This is an optimization exercise on Yosys and OpenROAD, whose aim is small area and a short achievable clock period, not a production implementation.
No activity file was given, so power comes from the tool's default toggle rates.

oak:
==> flow/design.v <==
`timescale 1ns / 1ps
module CPU(
input [15:0]i_datain,
input [15:0]d_datain,
input clock,
input reset,
input enable,
input start,
output [7:0]i_addr,
output [7:0]d_addr,
output [15:0]d_dataout,
output d_we
);
reg        state;           
wire       run = state;
reg  [7:0] pc;
reg  [4:0] id_op;           
reg  [10:0] id_f;           
reg  [7:0] id_sa, id_sb;    
reg  [4:0] ex_op;           
reg  [2:0] ex_rd;
reg  [15:0] ex_g, ex_t;    
reg        ex_cin;
reg        ex_sra;
reg        ex_lo_lg, ex_hi_lg, ex_lo_sum, ex_hi_sum, ex_shl, ex_shr;    
reg  [7:0] ex_sd;           
reg  [15:0] m_c;
reg  [7:0] m_sd;
reg        m_we, m_take, m_wen, m_halt;    
reg        m_load;
reg  [2:0] m_rd;
reg  [15:0] w_c;
reg        w_wen, w_halt;                  
reg  [2:0] w_rd;
reg        zf, nf, cf;
reg  [15:0] gr [7:0];
integer k;
assign i_addr    = pc;
assign d_addr    = m_c[7:0];
assign d_we      = m_we;
assign d_dataout = {m_c[15:8], m_sd};
always @(posedge clock or negedge reset)
    if (!reset)
        state <= 1'b0;
    else if (state)
        state <= enable & ~w_halt;
    else
        state <= enable & start;
wire [4:0] f_op = i_datain[15:11];
wire f_user1 = (f_op == 5'b10000) || (f_op == 5'b01001) || (f_op == 5'b01011)
             || (f_op[4:3] == 2'b11);
wire f_store = (f_op == 5'b00011);
wire f_jump  = (f_op == 5'b11000);
reg  [7:0] gv;
wire [7:0] gvn = gv | ({8{w_wen}} & (8'd1 << w_rd));
wire [2:0] f_ia = f_user1 ? i_datain[10:8] : i_datain[6:4];
wire [2:0] f_ib = f_store ? i_datain[10:8] : i_datain[2:0];
always @(posedge clock or negedge reset)
    if (!reset) begin
        pc <= 8'd0;
        id_op <= 5'd0;
    end else if (run) begin
        pc <= m_take ? m_c[7:0] : pc + 8'd1;
        id_op <= f_op;
    end
always @(posedge clock)
    if (run) begin
        id_f <= i_datain[10:0];
        id_sa <= f_jump ? 8'd0 : (8'd1 << f_ia) & gvn;    
        id_sb <= (8'd1 << f_ib) & gvn;
    end
wire [7:0] selx = id_sa;
wire [7:0] sely = id_sb;
reg  [15:0] rx, ry;
always @(*) begin
    rx = 16'd0;
    ry = 16'd0;
    for (k = 0; k < 8; k = k + 1) begin
        rx = rx | (gr[k] & {16{selx[k]}});
        ry = ry | (gr[k] & {16{sely[k]}});
    end
end
wire [7:0]  imm8 = id_f[7:0];
wire d_jump  = (id_op == 5'b11000);
wire d_store = (id_op == 5'b00011);
wire d_shl   = (id_op[4:1] == 4'b0010);
wire d_val3  = (id_op[4:2] == 3'b001) || (id_op[4:1] == 4'b0001);   
wire d_imm   = (id_op == 5'b01001) || (id_op == 5'b01011) || (id_op[4:3] == 2'b11);
wire d_ldih  = (id_op == 5'b10000);
wire d_sub   = (id_op == 5'b01010) || (id_op == 5'b01011) || (id_op == 5'b10010)
             || (id_op == 5'b01100);
wire d_addc  = (id_op == 5'b10001);
wire d_logic = (id_op[4:2] == 3'b011);
wire d_shift = (id_op[4:2] == 3'b001);
wire d_subc  = (id_op == 5'b10010);
reg [15:0] d_a, d_b;
always @(*) begin
    for (k = 0; k < 16; k = k + 1)
        d_a[k] = d_shl ? rx[15-k] : rx[k];
    if (d_store) d_a[15:8] = 8'd0;
    if (d_shift)
        d_b = 16'd0;                         
    else if (d_val3)
        d_b = {(d_store ? ry[15:8] : 8'd0), 4'd0, id_f[3:0]};
    else if (d_imm)
        d_b = {8'd0, imm8};
    else if (d_ldih)
        d_b = {imm8, 8'd0};
    else
        d_b = ry;
    if (d_sub) d_b = ~d_b;
end
always @(posedge clock or negedge reset)
    if (!reset)
        ex_op <= 5'd0;
    else if (run)
        ex_op <= id_op;
always @(posedge clock)
    if (run) begin
        ex_rd <= id_f[10:8];
        ex_g <= d_a & d_b;
        ex_t <= d_a | d_b;
        ex_cin <= d_addc ? cf : d_subc ? ~cf : d_sub;
        ex_lo_lg  <= d_logic | d_jump;
        ex_hi_lg  <= d_logic | d_store;
        ex_lo_sum <= ~(d_logic | d_jump | d_shift);
        ex_hi_sum <= ~(d_logic | d_store | d_shift);
        ex_shl <= d_shl;
        ex_sra <= (id_op == 5'b00111);
        ex_shr <= d_shift & ~d_shl;
        ex_sd <= d_store ? ry[7:0] : d_shift ? {4'd0, id_f[3:0]} : {7'd0, d_addc & cf & (&ry)};
    end
wire [15:0] g = ex_g;
wire [15:0] t = ex_t;
reg  [15:0] gg, gt, tg, tt;
integer lv, j;
always @(*) begin
    gg = g;
    gt = t;
    for (lv = 0; lv < 4; lv = lv + 1) begin
        tg = gg;
        tt = gt;
        for (j = 0; j < 16; j = j + 1)
            if (j >= (1 << lv)) begin
                gg[j] = tg[j] | (tt[j] & tg[j - (1 << lv)]);
                gt[j] = tt[j] & tt[j - (1 << lv)];
            end
    end
end
wire [15:0] c    = {gg[14:0], 1'b0} | ({gt[14:0], 1'b1} & {16{ex_cin}});
wire [15:0] sum  = (t ^ c) ^ g;
wire        cout = gg[15] | (gt[15] & ex_cin);
wire        z = &(~((t ^ g) ^ {t[14:0], ex_cin}));
wire l_and = (ex_op[1:0] != 2'b11);        
wire l_xor = (ex_op[1:0] != 2'b01);        
wire [15:0] lg = (g & {16{l_and}}) | (t & ~g & {16{l_xor}});
wire [3:0]  amt = ex_sd[3:0];
wire        fill = ex_sra & t[15];
wire [31:0] sh0 = {{16{fill}}, t};
wire [31:0] sh1 = amt[0] ? {1'b0, sh0[31:1]} : sh0;
wire [31:0] sh2 = amt[1] ? {2'b0, sh1[31:2]} : sh1;
wire [31:0] sh3 = amt[2] ? {4'b0, sh2[31:4]} : sh2;
wire [15:0] y   = amt[3] ? sh3[23:8] : sh3[15:0];
reg  [15:0] yr;
always @(*)
    for (k = 0; k < 16; k = k + 1)
        yr[k] = y[15-k];
wire e_store = (ex_op == 5'b00011);
wire [7:0] res_lo = (lg[7:0] & {8{ex_lo_lg}}) | (yr[7:0] & {8{ex_shl}})
                  | (y[7:0] & {8{ex_shr}}) | (sum[7:0] & {8{ex_lo_sum}});
wire [7:0] res_hi = (lg[15:8] & {8{ex_hi_lg}}) | (yr[15:8] & {8{ex_shl}})
                  | (y[15:8] & {8{ex_shr}}) | (sum[15:8] & {8{ex_hi_sum}});
wire e_zn = (ex_op == 5'b01000) || (ex_op == 5'b01001) || (ex_op == 5'b10001)
          || (ex_op == 5'b01010) || (ex_op == 5'b01011) || (ex_op == 5'b10010)
          || (ex_op == 5'b01100);
wire e_c  = (ex_op == 5'b01000) || (ex_op == 5'b01001) || (ex_op == 5'b10001);
wire kill = ex_sd[0];    
reg cond;
always @(*)
    case (ex_op[2:1])
        2'b00: cond = 1'b1;
        2'b01: cond = zf;
        2'b10: cond = nf;
        2'b11: cond = cf;
    endcase
wire e_take = (ex_op[4:3] == 2'b11) && ((ex_op[2:1] == 2'b00) || (cond ^ ex_op[0]));
wire e_wen = (ex_op == 5'b00010) || (ex_op == 5'b10000) || (ex_op == 5'b01000)
          || (ex_op == 5'b01001) || (ex_op == 5'b10001) || (ex_op == 5'b01010)
          || (ex_op == 5'b01011) || (ex_op == 5'b10010) || (ex_op == 5'b01101)
          || (ex_op == 5'b01110) || (ex_op == 5'b01111) || (ex_op[4:2] == 3'b001);
always @(posedge clock or negedge reset)
    if (!reset) begin
        zf <= 1'b0; nf <= 1'b0; cf <= 1'b0;
        m_we <= 1'b0; m_take <= 1'b0; m_wen <= 1'b0; m_halt <= 1'b0;
    end else if (run) begin
        if (e_zn) begin
            zf <= z;
            nf <= sum[15];
        end
        if (e_c)
            cf <= cout & ~kill;
        m_we <= e_store;
        m_take <= e_take;
        m_wen <= e_wen;
        m_halt <= (ex_op == 5'b00001);
    end
always @(posedge clock)
    if (run) begin
        m_c <= {res_hi, res_lo};
        m_sd <= ex_sd;
        m_load <= (ex_op == 5'b00010);
        m_rd <= ex_rd;
    end
always @(posedge clock or negedge reset)
    if (!reset) begin
        w_wen <= 1'b0; w_halt <= 1'b0;
    end else if (run) begin
        w_wen <= m_wen;
        w_halt <= m_halt;
    end
always @(posedge clock)
    if (run) begin
        w_c <= m_load ? d_datain : m_c;
        w_rd <= m_rd;
    end
always @(posedge clock or negedge reset)
    if (!reset)
        gv <= 8'd0;
    else if (run & w_wen)
        gv[w_rd] <= 1'b1;
always @(posedge clock)
    if (run & w_wen)
        gr[w_rd] <= w_c;
endmodule
Settings: LEC_CHECK=0, CAP_MARGIN=20, CORE_MARGIN=2, CORE_UTILIZATION=40, CTS_CLUSTER_DIAMETER=80, CTS_CLUSTER_SIZE=20, SETUP_SLACK_MARGIN=1.5, SLEW_MARGIN=20; clock period 3.8 ns.
standard.sh (not shown) runs the stock make flow with config.mk's settings and CLKGATE_MAP_FILE= SYNTH_SCRIPT=/design/flow/synth_recipe.tcl, a recipe that flattens the netlist after the stock synthesis.
==> flow/flow/run.sh <==
#!/bin/bash
# The standard flow (standard.sh), with one change: the buffers that the
# placement step puts on every input and output port are buf_1 cells
# instead of the cell buffer_ports picks by default.
set -euo pipefail
bash standard.sh synth > synth.log 2>&1
bash standard.sh "BUFFER_PORTS_ARGS=-buffer_cell sky130_fd_sc_hd__buf_1" finish > layout.log 2>&1
Modified inputs, pine compared to oak
--- a/flow/design.v
+++ b/flow/design.v
@@ -18,19 +18,18 @@
 reg  [10:0] id_f;           
 reg  [7:0] id_sa, id_sb;    
 reg  [4:0] ex_op;           
 reg  [2:0] ex_rd;
 reg  [15:0] ex_g, ex_t;    
 reg        ex_cin;
-reg        ex_sra;
-reg        ex_lo_lg, ex_hi_lg, ex_lo_sum, ex_hi_sum, ex_shl, ex_shr;    
+reg        ex_lo_lg, ex_hi_lg, ex_sh;    
 reg  [7:0] ex_sd;           
 reg  [15:0] m_c;
 reg  [7:0] m_sd;
 reg        m_we, m_take, m_wen, m_halt;    
-reg        m_load;
+reg        m_load, m_shift;
 reg  [2:0] m_rd;
 reg  [15:0] w_c;
 reg        w_wen, w_halt;                  
 reg  [2:0] w_rd;
 reg        zf, nf, cf;
 reg  [15:0] gr [7:0];
@@ -120,18 +119,15 @@
         ex_rd <= id_f[10:8];
         ex_g <= d_a & d_b;
         ex_t <= d_a | d_b;
         ex_cin <= d_addc ? cf : d_subc ? ~cf : d_sub;
         ex_lo_lg  <= d_logic | d_jump;
         ex_hi_lg  <= d_logic | d_store;
-        ex_lo_sum <= ~(d_logic | d_jump | d_shift);
-        ex_hi_sum <= ~(d_logic | d_store | d_shift);
-        ex_shl <= d_shl;
-        ex_sra <= (id_op == 5'b00111);
-        ex_shr <= d_shift & ~d_shl;
-        ex_sd <= d_store ? ry[7:0] : d_shift ? {4'd0, id_f[3:0]} : {7'd0, d_addc & cf & (&ry)};
+        ex_sh <= d_shift;
+        ex_sd <= d_store ? ry[7:0] : d_shift ? {4'd1 << id_f[3:2], 4'd1 << id_f[1:0]}
+               : {7'd0, d_addc & cf & (&ry)};
     end
 wire [15:0] g = ex_g;
 wire [15:0] t = ex_t;
 reg  [15:0] gg, gt, tg, tt;
 integer lv, j;
 always @(*) begin
@@ -151,28 +147,25 @@
 wire [15:0] sum  = (t ^ c) ^ g;
 wire        cout = gg[15] | (gt[15] & ex_cin);
 wire        z = &(~((t ^ g) ^ {t[14:0], ex_cin}));
 wire l_and = (ex_op[1:0] != 2'b11);        
 wire l_xor = (ex_op[1:0] != 2'b01);        
 wire [15:0] lg = (g & {16{l_and}}) | (t & ~g & {16{l_xor}});
-wire [3:0]  amt = ex_sd[3:0];
-wire        fill = ex_sra & t[15];
+wire [3:0]  am_lo = ex_sd[3:0];
+wire [3:0]  am_hi = ex_sd[7:4];
+wire        fill = (ex_op == 5'b00111) & t[15];    
 wire [31:0] sh0 = {{16{fill}}, t};
-wire [31:0] sh1 = amt[0] ? {1'b0, sh0[31:1]} : sh0;
-wire [31:0] sh2 = amt[1] ? {2'b0, sh1[31:2]} : sh1;
-wire [31:0] sh3 = amt[2] ? {4'b0, sh2[31:4]} : sh2;
-wire [15:0] y   = amt[3] ? sh3[23:8] : sh3[15:0];
-reg  [15:0] yr;
-always @(*)
-    for (k = 0; k < 16; k = k + 1)
-        yr[k] = y[15-k];
+wire [15:0] sh1 = (sh0[15:0] & {16{am_lo[0]}}) | (sh0[16:1] & {16{am_lo[1]}})
+                | (sh0[17:2] & {16{am_lo[2]}}) | (sh0[18:3] & {16{am_lo[3]}});
 wire e_store = (ex_op == 5'b00011);
-wire [7:0] res_lo = (lg[7:0] & {8{ex_lo_lg}}) | (yr[7:0] & {8{ex_shl}})
-                  | (y[7:0] & {8{ex_shr}}) | (sum[7:0] & {8{ex_lo_sum}});
-wire [7:0] res_hi = (lg[15:8] & {8{ex_hi_lg}}) | (yr[15:8] & {8{ex_shl}})
-                  | (y[15:8] & {8{ex_shr}}) | (sum[15:8] & {8{ex_hi_sum}});
+wire ex_lo_sum = ~(ex_lo_lg | ex_sh);
+wire ex_hi_sum = ~(ex_hi_lg | ex_sh);
+wire [7:0] res_lo = (lg[7:0] & {8{ex_lo_lg}}) | (sh1[7:0] & {8{ex_sh}})
+                  | (sum[7:0] & {8{ex_lo_sum}});
+wire [7:0] res_hi = (lg[15:8] & {8{ex_hi_lg}}) | (sh1[15:8] & {8{ex_sh}})
+                  | (sum[15:8] & {8{ex_hi_sum}});
 wire e_zn = (ex_op == 5'b01000) || (ex_op == 5'b01001) || (ex_op == 5'b10001)
           || (ex_op == 5'b01010) || (ex_op == 5'b01011) || (ex_op == 5'b10010)
           || (ex_op == 5'b01100);
 wire e_c  = (ex_op == 5'b01000) || (ex_op == 5'b01001) || (ex_op == 5'b10001);
 wire kill = ex_sd[0];    
 reg cond;
@@ -204,26 +197,34 @@
         m_wen <= e_wen;
         m_halt <= (ex_op == 5'b00001);
     end
 always @(posedge clock)
     if (run) begin
         m_c <= {res_hi, res_lo};
-        m_sd <= ex_sd;
+        m_sd <= ex_sh ? {2'd0, ~ex_op[1], fill, am_hi} : ex_sd;
         m_load <= (ex_op == 5'b00010);
+        m_shift <= ex_sh;
         m_rd <= ex_rd;
     end
+wire [27:0] m_s0 = {{12{m_sd[4]}}, m_c};
+wire [15:0] m_y0 = (m_s0[15:0] & {16{m_sd[0]}}) | (m_s0[19:4] & {16{m_sd[1]}})
+                 | (m_s0[23:8] & {16{m_sd[2]}}) | (m_s0[27:12] & {16{m_sd[3]}});
+reg  [15:0] m_y;
+always @(*)
+    for (k = 0; k < 16; k = k + 1)
+        m_y[k] = m_sd[5] ? m_y0[15-k] : m_y0[k];
 always @(posedge clock or negedge reset)
     if (!reset) begin
         w_wen <= 1'b0; w_halt <= 1'b0;
     end else if (run) begin
         w_wen <= m_wen;
         w_halt <= m_halt;
     end
 always @(posedge clock)
     if (run) begin
-        w_c <= m_load ? d_datain : m_c;
+        w_c <= m_load ? d_datain : m_shift ? m_y : m_c;
         w_rd <= m_rd;
     end
 always @(posedge clock or negedge reset)
     if (!reset)
         gv <= 8'd0;
     else if (run & w_wen)
[summary]
pine against oak: non-filler instance count after layout climbed about 1.3%, fmax went up 3.6%, weighted congestion reported at the end of routability-driven placement saw a decrease.
Comparing pine against oak, there is no change at all in deepest level of the CTS H-tree.
pine vs oak, start point of the critical path: m_sd[1] vs ex_sd[1]
Diff oak -> pine: leakage power decreased by about 1.1% relative to the old numbers; antenna cell count fell 1; final critical-path required period lower.
In the tables for pine and oak, count of non-CTS buffers in the layout reads lower with pine.
Combinational share of power in pine is 2.0 points below oak.
The area occupied by registers of pine is lower than that of oak.
Function was not checked in any run of this note: the RTL went through the layout flow alone.

[afterwards: timing with drivers on the ports]
No port has a modelled driver above. Below, the same layouts with a new extraction and two added sets of constraints.
Step 1, drivers: a clkbuf_16 drives clock and a buf_2 each remaining input, both assumed.
Step 2 also shifts input and output timing later by t, the mid clock arrival at the registers, as if the neighbouring blocks saw the same clock.
Slacks: ideal / step 1 / step 2; pairs: ideal / step 1.
| run | t, ns | setup WS [ns] | worst setup path after step 2 |
|---|---|---|---|
| oak | 0.578 | 1.423 / 1.423 / 1.188 | input to register |
| pine | 0.569 | 1.506 / 1.506 / 1.175 | input to register |
After both steps setup and hold are still met in every run listed. The setup slack of pine, which loses most, moves by 0.000 ns with the drivers and by -0.331 ns with both steps.
